From an optimization exercise on the open Yosys and OpenROAD flow, aimed at small area, a short achievable clock period and few clock cycles per item; shortcuts taken in it are not production practice.
The RTL was checked by simulation tests, not by an equivalence proof against the original design.
Power is estimated from default activity; no workload was simulated.

===== design/flow/constraint.sdc =====
create_clock -name core_clock -period 11.0 [get_ports {clk}]
set_input_delay 2.2000 -clock core_clock [delete_from_list [all_inputs] [get_ports {clk}]]
set_output_delay 2.2000 -clock core_clock [all_outputs]
set_load 0.01 [all_outputs]

===== design/flow/run.sh =====
#!/bin/bash
# synth_recipe.tcl (not shown) runs the flow's synth.tcl, then flattens the netlist and writes it again
# the make line also repeats each setting of config.mk as NAME=value (left out here)
make -C /OpenROAD-flow-scripts/flow DESIGN_CONFIG=/design/flow/config.mk WORK_HOME=/design/flow/orfs CLKGATE_MAP_FILE= SYNTH_SCRIPT=/design/flow/synth_recipe.tcl finish

===== design/flow/design.v =====
`timescale 1ns / 1ps
module serialToVector( input bitIn,
							  input clk,
							  input reset,
							  input en,
							  input [3:0]rate,
							  output reg [1:0]vecOut,
							  output reg punct,
							  output reg done
    );
	reg [1:0] counter;
	reg m;
	always @(posedge clk)
	begin
		if (reset)
		begin
			counter <= 0;
			done <= 0;
		end
		else
			begin
				done <= 1'b0;
				if (en)
				case (counter)
					2'b00 : begin
									m <= bitIn;
									counter <= 2'b01;
							  end
					2'b01 : begin
									vecOut <= {bitIn, m};
									punct <= 1'b0;
									done <= 1'b1;
									counter <= 2'b10;
							  end
					2'b10 : begin
									if ( rate == 4'b1001)
									begin
										vecOut <= {1'b0, bitIn};
										punct <= 1'b1;
										done <= 1'b1;
										counter <= 2'b00;
									end
									else
									begin
										m <= bitIn;
										counter <= 2'b11;
									end
							  end
					2'b11 : begin
									vecOut <= {bitIn, m};
									punct <= 1'b0;
									done <= 1'b1;
									counter <= 2'b00;
							  end
				endcase
			end
	end
endmodule
`timescale 1ns / 1ps
module branchMetric(input [1:0]vecBits,
						  input clk,
						  input reset,
						  input dataReady,
						  input punct,
						  output reg [7:0]metrics,
						  output reg done
    );
		always @(posedge clk)
		begin
			if (reset)
				done <= 1'b0;
			else if (dataReady)
				begin
					if (punct)
						begin
							metrics[1:0] <= {1'b0, 1'b0 ^ vecBits[0]};
							metrics[3:2] <= {1'b0, 1'b1 ^ vecBits[0]};
							metrics[5:4] <= {1'b0, 1'b0 ^ vecBits[0]};
							metrics[7:6] <= {1'b0, 1'b1 ^ vecBits[0]};
						end
					else
						begin
							metrics[1:0] <= (1'b0 ^ vecBits[0]) + (1'b0 ^ vecBits[1]);
							metrics[3:2] <= (1'b1 ^ vecBits[0]) + (1'b0 ^ vecBits[1]);
							metrics[5:4] <= (1'b0 ^ vecBits[0]) + (1'b1 ^ vecBits[1]);
							metrics[7:6] <= (1'b1 ^ vecBits[0]) + (1'b1 ^ vecBits[1]);
						end
					done <= 1'b1;
				end
			else
				done <= 1'b0;
		end
endmodule
`timescale 1ns / 1ps
module stateDecider(input [6:0]cost1,
						  input [6:0]cost0,
						  input [1:0]mcost1,
						  input [1:0]mcost0,
						  output [6:0] cost,
						  output decision
    );
	 wire [6:0] sum1, sum0;
	 assign sum1 = cost1 + mcost1;
	 assign sum0 = cost0 + mcost0;
	 assign decision = sum0 > sum1 ? 1'b1 : 1'b0;
	 assign cost = decision ? sum1 : sum0;
endmodule
`timescale 1ns / 1ps
module pathDecider(input [7:0] metrics,
						 input clk,
						 input reset,
						 input dataReady,
						 output [63:0]decisions,
						 output [447:0] costs,
						 output reg done
    );
			reg [447:0]pathCost;
			wire [447:0]tempCost;
			assign costs = pathCost;
			always @(posedge clk)
			begin
				if (reset)
					begin
						pathCost <= 448'd0;
						done <= 1'b0;
					end
				else
					begin
						if (dataReady)
							begin
									done <= 1'b1;
									pathCost <= tempCost;
							end
						else
							done <= 1'b0;
					end
			end
			genvar i;
			generate
				for (i = 0; i < 64; i = i + 1) begin : deciders
						stateDecider sd (
							.cost1(pathCost[{1'b1,i[5:1]}*7+6:{1'b1,i[5:1]}*7]),
							.cost0(pathCost[{1'b0,i[5:1]}*7+6:{1'b0,i[5:1]}*7]),
							.mcost1(metrics[{i[0]^i[1]^i[2]^i[3]^1'b1,i[0]^i[2]^i[3]^i[5]^1'b1}*2+1:{i[0]^i[1]^i[2]^i[3]^1'b1,i[0]^i[2]^i[3]^i[5]^1'b1}*2]),
							.mcost0(metrics[{i[0]^i[1]^i[2]^i[3]^1'b0,i[0]^i[2]^i[3]^i[5]^1'b0}*2+1:{i[0]^i[1]^i[2]^i[3]^1'b0,i[0]^i[2]^i[3]^i[5]^1'b0}*2]),
							.cost(tempCost[i*7+6:i*7]),
							.decision(decisions[i])
						);
					end
			endgenerate
endmodule
`timescale 1ns / 1ps
module pathMemory(input [63:0]decisions,
						input clk,
						input memRst,
						input we,
						input [4:0] raddr,
						output [63:0]memOut,
						output reg ready
    );
	 reg [63:0]pathMem[0:31];
	 reg [4:0] counter;
	 assign memOut = pathMem[raddr];
	 always @(posedge clk)
		begin
			if (we)
				pathMem[counter] <= decisions;
		end
	 always @(posedge clk)
		begin
			if (memRst)
				begin
					counter <= 5'd0;
					ready <= 1'b0;
				end
			else if (we)
				begin
					counter <= counter + 1'b1;
					if (&counter == 1'b1)
						ready <= 1'b1;
				end
		end
endmodule
`timescale 1ns / 1ps
module minCost( input [447:0]costs,
					 output [5:0] index
    );
	 wire [5:0] in1[0:31];		 
	 wire [5:0] in2[0:15];		 
	 wire [5:0] in3[0:7];		 
	 wire [5:0] in4[0:3];		 
	 wire [5:0] in5[0:1];		 
	 wire [6:0] value1 [0:31];
	 wire [6:0] value2 [0:15];
	 wire [6:0] value3 [0:7];
	 wire [6:0] value4 [0:3];
	 wire [6:0] value5 [0:1];
		genvar i;
		generate
			for (i = 0; i < 32; i = i + 1) begin: comparators_32
				assign in1[i] = costs[(2*(i+1))*7-1:(2*(i+1)-1)*7] < costs[(2*(i+1)-1)*7-1:2*i*7]? 2*(i+1)-1 : 2*i;
				assign value1[i] = costs[(2*(i+1))*7-1:(2*(i+1)-1)*7] < costs[(2*(i+1)-1)*7-1:2*i*7]? costs[(2*(i+1))*7-1:(2*(i+1)-1)*7] : costs[(2*(i+1)-1)*7-1:2*i*7];
			end
			for (i = 0; i < 16; i = i + 1) begin: comparators_16
				assign in2[i] =  value1[(2*i)+1] < value1[2*i] ? in1[(2*i)+1] : in1[2*i];
				assign value2[i] = value1[(2*i)+1] < value1[2*i] ? value1[(2*i)+1] :value1[2*i];
			end
			for (i = 0; i < 8; i = i + 1) begin: comparators_8
				assign in3[i] =  value2[(2*i)+1] < value2[2*i] ? in2[(2*i)+1] : in2[2*i];
				assign value3[i] = value2[(2*i)+1] < value2[2*i] ? value2[(2*i)+1] :value2[2*i];
			end
			for (i = 0; i < 4; i = i + 1) begin: comparators_4
				assign in4[i] =  value3[(2*i)+1] < value3[2*i] ? in3[(2*i)+1] : in3[2*i];
				assign value4[i] = value3[(2*i)+1] < value3[2*i] ? value3[(2*i)+1] :value3[2*i];
			end
			for (i = 0; i < 2; i = i + 1) begin: comparators_2
				assign in5[i] =  value4[(2*i)+1] < value4[2*i] ? in4[(2*i)+1] : in4[2*i];
				assign value5[i] = value4[(2*i)+1] < value4[2*i] ? value4[(2*i)+1] :value4[2*i];
			end
		endgenerate
		assign index = value5[1] < value5[0] ? in5[1] : in5[0];
endmodule
`timescale 1ns / 1ps
module restoreBits(input [63:0] decisions,
						 input clk,
						 input reset,
						 input [5:0]minCost,
						 input start,
						 output [4:0] row,
						 output last,
						 output reg[31:0] bitOut,
						 output reg done
    );
	 reg [4:0] counter;
	 reg [5:0] state;
	 reg busy;
	 assign row = counter;
	 assign last = busy & (counter == 5'd0);
	 always @(posedge clk)
		begin
			if (reset)
				begin
					busy <= 1'b0;
					done <= 1'b0;
				end
			else if (start)
				begin
					busy <= 1'b1;
					done <= 1'b0;
					state <= minCost;
					counter <= 5'b11111;
				end
			else if (busy)
				begin
					bitOut[counter] <= state[0];
					state <= {decisions[state], state[5:1]};
					counter <= counter - 1'b1;
					if (counter == 5'd0)
						begin
							busy <= 1'b0;
							done <= 1'b1;
						end
					else
						done <= 1'b0;
				end
			else
				done <= 1'b0;
		end
endmodule
`timescale 1ns / 1ps
module viterDecode(input bitIn,
						 input clk,
						 input reset,
						 input [3:0]rate,
						 output [31:0]bitsOut,
						 output done,
						 output reg ready
    );
	 wire [1:0] vecOut;
     wire SVdone, SVpunct, BMdone, PDdone, RBlast, memReady;
	  wire rst;
	  reg tbStart;
     wire [7:0] metrics;
     wire [63:0]decisions, memOut;
     wire [447:0]costs;
     wire [5:0]index;
     wire [4:0]row;
	 localparam RECV = 2'd0, WAIT = 2'd1, TB = 2'd2;
	 reg [1:0] phase;
	 reg [5:0] counter;
	 wire lastBit = (rate == 4'b1001) ? (counter == 6'd47) : (counter == 6'd63);
	 assign rst = ~reset;
	 always @(posedge clk)
		begin
			if (rst)
				begin
					counter <= 6'd0;
					ready <= 1'b0;
					tbStart <= 1'b0;
					phase <= RECV;
				end
			else
				begin
					tbStart <= 1'b0;
					case (phase)
						RECV : begin
									if (ready)
										begin
											counter <= counter + 1'b1;
											if (lastBit)
												begin
													ready <= 1'b0;
													phase <= WAIT;
												end
										end
									else
										ready <= 1'b1;
								 end
						WAIT : begin
									if (memReady)
										begin
											tbStart <= 1'b1;
											phase <= TB;
										end
								 end
						default : begin
									if (RBlast)
										begin
											counter <= 6'd0;
											ready <= 1'b1;
											phase <= RECV;
										end
								 end
					endcase
				end
		end
	 serialToVector SV (
    .bitIn(bitIn),
    .clk(clk),
    .reset(rst),
    .en(ready),
    .rate(rate), 				 
    .vecOut(vecOut),        
    .punct(SVpunct),
    .done(SVdone)
    );
	 branchMetric BM (
    .vecBits(vecOut), 		 
    .clk(clk),
    .reset(rst),
    .dataReady(SVdone),
    .punct(SVpunct),
    .metrics(metrics), 		 
    .done(BMdone)
    );
	 pathDecider PD (
    .metrics(metrics), 		 
    .clk(clk),
    .reset(rst | tbStart),
    .dataReady(BMdone),
    .decisions(decisions),  
    .costs(costs), 			 
    .done(PDdone)
    );
	 pathMemory PM (
    .decisions(decisions),  
    .clk(clk),
    .memRst(rst | tbStart),
    .we(BMdone),
    .raddr(row),
    .memOut(memOut),         
	 .ready(memReady)
    );
	 minCost MC (
    .costs(costs), 			 
    .index(index) 			 
    );
	 restoreBits RB (
    .decisions(memOut),  
    .clk(clk),
    .reset(rst),
    .minCost(index), 		 
    .start(tbStart),
    .row(row),
    .last(RBlast),
    .bitOut(bitsOut), 		 
    .done(done)
    );
endmodule

===== design/flow/config.mk =====
export PLATFORM = sky130hd
export DESIGN_NAME = viterDecode
export DESIGN_NICKNAME = viterDecode
export VERILOG_FILES = /design/flow/design.v
export SDC_FILE = /design/flow/constraint.sdc
export NUM_CORES = 4
export LEC_CHECK = 0
export CAP_MARGIN = 20
export CORE_MARGIN = 2
export CORE_UTILIZATION = 40
export SLEW_MARGIN = 20

==> run summary <==
-- power by group through the flow --
stage          registers (mW)  clock network (mW)  logic (mW)
3_5_place_dp             11.2                   0        6.04
6_report                 11.0                9.65        6.58
2_1_floorplan            11.3                   0        3.35
5_1_grt                  11.0                10.2        7.12
3_3_place_gp             11.2                   0        5.96
4_1_cts                  11.0                9.81        6.18
-- stage by stage --
stage	util	hold slack [ns]	power, mW	area, sq um	TNS [ns]
floorplan	-	0.427	14.6	144000	0
global placement	0.430	0.444	17.2	154000	-2.62
detailed placement	0.431	0.450	17.3	154000	-2.91
CTS	0.457	0.465	27.0	164000	0
global route	0.460	0.481	28.3	165000	-0.674
finish	0.460	0.460	27.3	165000	0
-- flip-flops by register name (all words and copies together) (netlist names), 2 cells and up, named ones only --
name,cells
PM.pathMem,2048
SV.vecOut,2
PM.counter,5
RB.bitOut,32
counter,6
phase,2
BM.metrics,8
RB.counter,5
RB.state,6
PD.pathCost,448
SV.counter,2
-- layer usage --
layer	global-route usage	vias up	wire length (um)
met1	0.330	49800	193000
met4	0.0968	6	20000
met3	0.0294	791	27700
li1	-	43900	-
met5	0	-	34
met2	0.413	3237	219000
-- cells by family (layout without fill, tap and decap cells) --
group | after synthesis | count (layout) | share of synthesized area
adders and majority gates | 1165 | 1165 | 0.108
DFF | 2578 | 2578 | 0.505
AOI/OAI and AO/OA | 1823 | 1824 | 0.0844
xor gates and xnor gates | 663 | 663 | 0.0404
muxes | 1077 | 1077 | 0.135
buffers and inverters | 1071 | 1783 | 0.0280
and+or+nand+nor | 3071 | 3072 | 0.0987
other | 0 | 8 | 0
-- final timing paths --
kind                     from          end  slack (ns)  cells after the start
max          PD.pathCost[436]  RB.state[2]        0.39                     52
min                   SV.done      BM.done        0.46                      1
max reg2reg  PD.pathCost[436]  RB.state[2]        0.39                     52
min reg2reg           SV.done      BM.done        0.46                      1
-- repair_timing --
| item | 4_1_cts | 5_1_grt |
|---|---|---|
| gates cloned | 0 | 3 |
| hold endpoints to repair | 0 | 0 |
| setup buffers | 4 | 23 |
| pin swaps | 3 | 31 |
| setup endpoints to repair | 6 | 6 |
| resized for setup | 23 | 154 |
-- final cells by class --
cell class | instances | area, sq um | area share
well taps | 4773 | 5970 | 0.0362
inverters | 464 | 1750 | 0.0106
multi-input cells | 7801 | 68600 | 0.416
clock inverters | 163 | 1760 | 0.0107
flip-flops and latches | 2578 | 72700 | 0.441
diodes | 8 | 20.0 | 0.000121
repair buffers | 810 | 6500 | 0.0395
clock buffers | 346 | 7570 | 0.0459
-- cells in the final DEF, fill, tap and decap left out, types with 25 or more instances in the layout --
cell type,netlist,final
mux2i_1,306,283
buf_4,0,747
nor2_4,0,33
clkbuf_1,530,47
clkinv_1,1,50
a21oi_1,475,439
clkinv_2,0,48
and2_1,295,294
nor2b_1,166,165
nand2_1,713,710
and3_1,44,44
o31a_1,283,283
nor3_1,48,48
and4_1,50,49
clkdlybuf4s50_1,0,40
nor2_1,1179,1141
nand3_1,332,331
a21o_1,130,128
inv_1,462,455
a21oi_2,1,33
ha_1,1027,1023
xnor2_1,500,500
o21ai_0,405,381
nand2b_1,115,115
bufinv_16,0,28
clkbuf_16,0,291
a31oi_1,40,37
a211oi_1,155,149
o21a_1,56,55
a41oi_4,0,25
mux4_2,682,682
fa_1,128,128
nand4_1,62,62
o211ai_1,37,37
xor2_1,163,163
mux2_2,88,88
edfxtp_1,2103,2103
dfxtp_1,475,462
==> metrics.md <==
| Metric | Value |
|---|---|
| PwrDens | `165 nW/um^2` |
| Fin worst setup slack | `0.389 ns` |
| Sequential share of the synthesized area | `0.505` |
| Slew Limit Fails | `0` |
| Pre-antenna DRT Iters | `5` |
| DRC viols | `0` |
| Kind of critical path | `register to register` |
| Die Y | `603 um` |
| Worst path required time | `11.55 ns` |
| Die area | `364000 sq um` |
| Mapped cell area | `144000 sq um` |
| Clock skew | `0.0890 ns` |
| Cell taking the most area after synthesis | `edfxtp_1` |
| H-tree depth | `5` |
| Status | `no timing/DRC/antenna violations` |
| Final Non-Filler Cells | `16900` |
| # placed instances | `16400` |
| CP max stage cell | `mux2i_1` |
| Delay-heaviest family, CP | `compound AO/OA/AOI/OAI gates` |
| Synth Instances | `11400` |
| Final worst path period need | `10.61 ns` |
| Top_reg_cell synth | `edfxtp_1` |
| Largest net degree at the start of global routing | `167` |
| Post-Place Worst Slack | `-0.521 ns` |
| Most frequent cell after synthesis | `edfxtp_1` |
| CTS Sinks | `2578` |
| Synth top area cells | `edfxtp_1 (44%), mux4_2 (11%), ha_1 (8.9%), dfxtp_1 (6.6%), nor2_1 (3.1%)` |
| Yosys warns | `7` |
| Vias in the first global route | `98400` |
| TritonCTS Buffers | `285` |
| Most Frequent Cell on Critical Path | `ha_1` |
| Max-cap violations | `0` |
| Reg clk slew, reported paths | `0.06 ns` |
| Detailed placer's ending HPWL | `318000 um` |
| EDFF count, synth | `2103` |
| Final-layout fill cell count | `31800` |
| Hold_buf cts | `0` |
| First-pass GRT wire length | `666000 um` |
| Starting Density | `0.401` |
| Routed WL | `460000 um` |
| Synth Area per Inst | `12.6 sq um` |
| Clock buffer depth | `4` |
| Fraction of layout cells with a size suffix above 1 | `0.181` |
| Leak | `58.3 nW` |
| Gp weighted congestion | `0.971` |
| Initial antenna violation count | `12` |
| Startpoint Class | `register` |
| Chip width | `603 um` |
| Routed vias | `97700` |
| Critical path fanouts, max | `8` |
| Int Power | `19.3 mW` |
| F_max | `94.2 MHz` |
| Avg Vias per Cell | `5.76` |
| Sw Share | `0.292` |
| FFs w/ async S/R, synth | `0` |
| Synthesized flop and latch total | `2578` |
| Total core area | `358000 sq um` |
| Worst-margin pin slew | `1.12 ns` |
| Unique masters post-synth | `99` |
| Clock share of power | `0.354` |
| CP max stage delay | `0.49 ns` |
| Worst VDD drop | `263 uV` |
| Critical Path Sink Type | `register` |
| Combinational power share | `0.241` |
| Cell Rows | `220` |
| Flop pwr share | `0.405` |
| Final Hold Viols | `0` |
| Clock latency on the worst-skew pair | `0.91 ns` |
| TritonCTS clock tree | `built` |
| # nets final | `13100` |
| Antenna-violating nets left | `0` |
| Gr usage total | `0.248` |
| Commonest cells in the netlist | `edfxtp_1 (2103), nor2_1 (1179), ha_1 (1027)` |
| Clk root buf | `clkbuf_16` |
| Num ports | `41` |
| Critical Path AT | `11.16 ns` |
| Per-cell routed wire length | `27.1 um` |
| Port bufs | `40` |
| GRT overflow | `0` |
| Syn_nets | `12600` |
| Drt initial violations | `8599` |
| Final period utilization | `0.965` |
| Synth top area share | `0.439` |
| Sw power | `7.95 mW` |
| Hold Path Class | `register to register` |
| Synthesis-to-finish area growth | `14.7%` |
| CP bufs+invs | `7` |
| Setup Viol. Count Final | `0` |
| Relative slew slack | `0.248` |
Testbench counts, summed over its fixed seeds: cycles 61,488, items 640.

[port drivers added, routing unchanged]
In the flow no input, the clock included, has a driving cell. The finished layout below was timed again as built, in two steps. Step 1 sets driving cells, clkbuf_16 on the clock port and buf_2 on the other inputs (assumed; they add their load-dependent delay and slew). Step 2, shift: input delay + t, output delay - t, t = (earliest + latest rising clock arrival at the registers) / 2. This alone moves slack from input paths to output paths. a / b / c = no drivers / after step 1 / after step 2; a / b = the first two.
t (ns): 0.964
setup slack, ns: 0.389 / 0.389 / 0.389
worst setup path at the end: register to register
worst data-port slew with drivers (ns): 0.07
After both steps this run still meets setup and hold. The setup slack of this run moves by 0.000 ns with the drivers and by 0.000 ns with both steps.
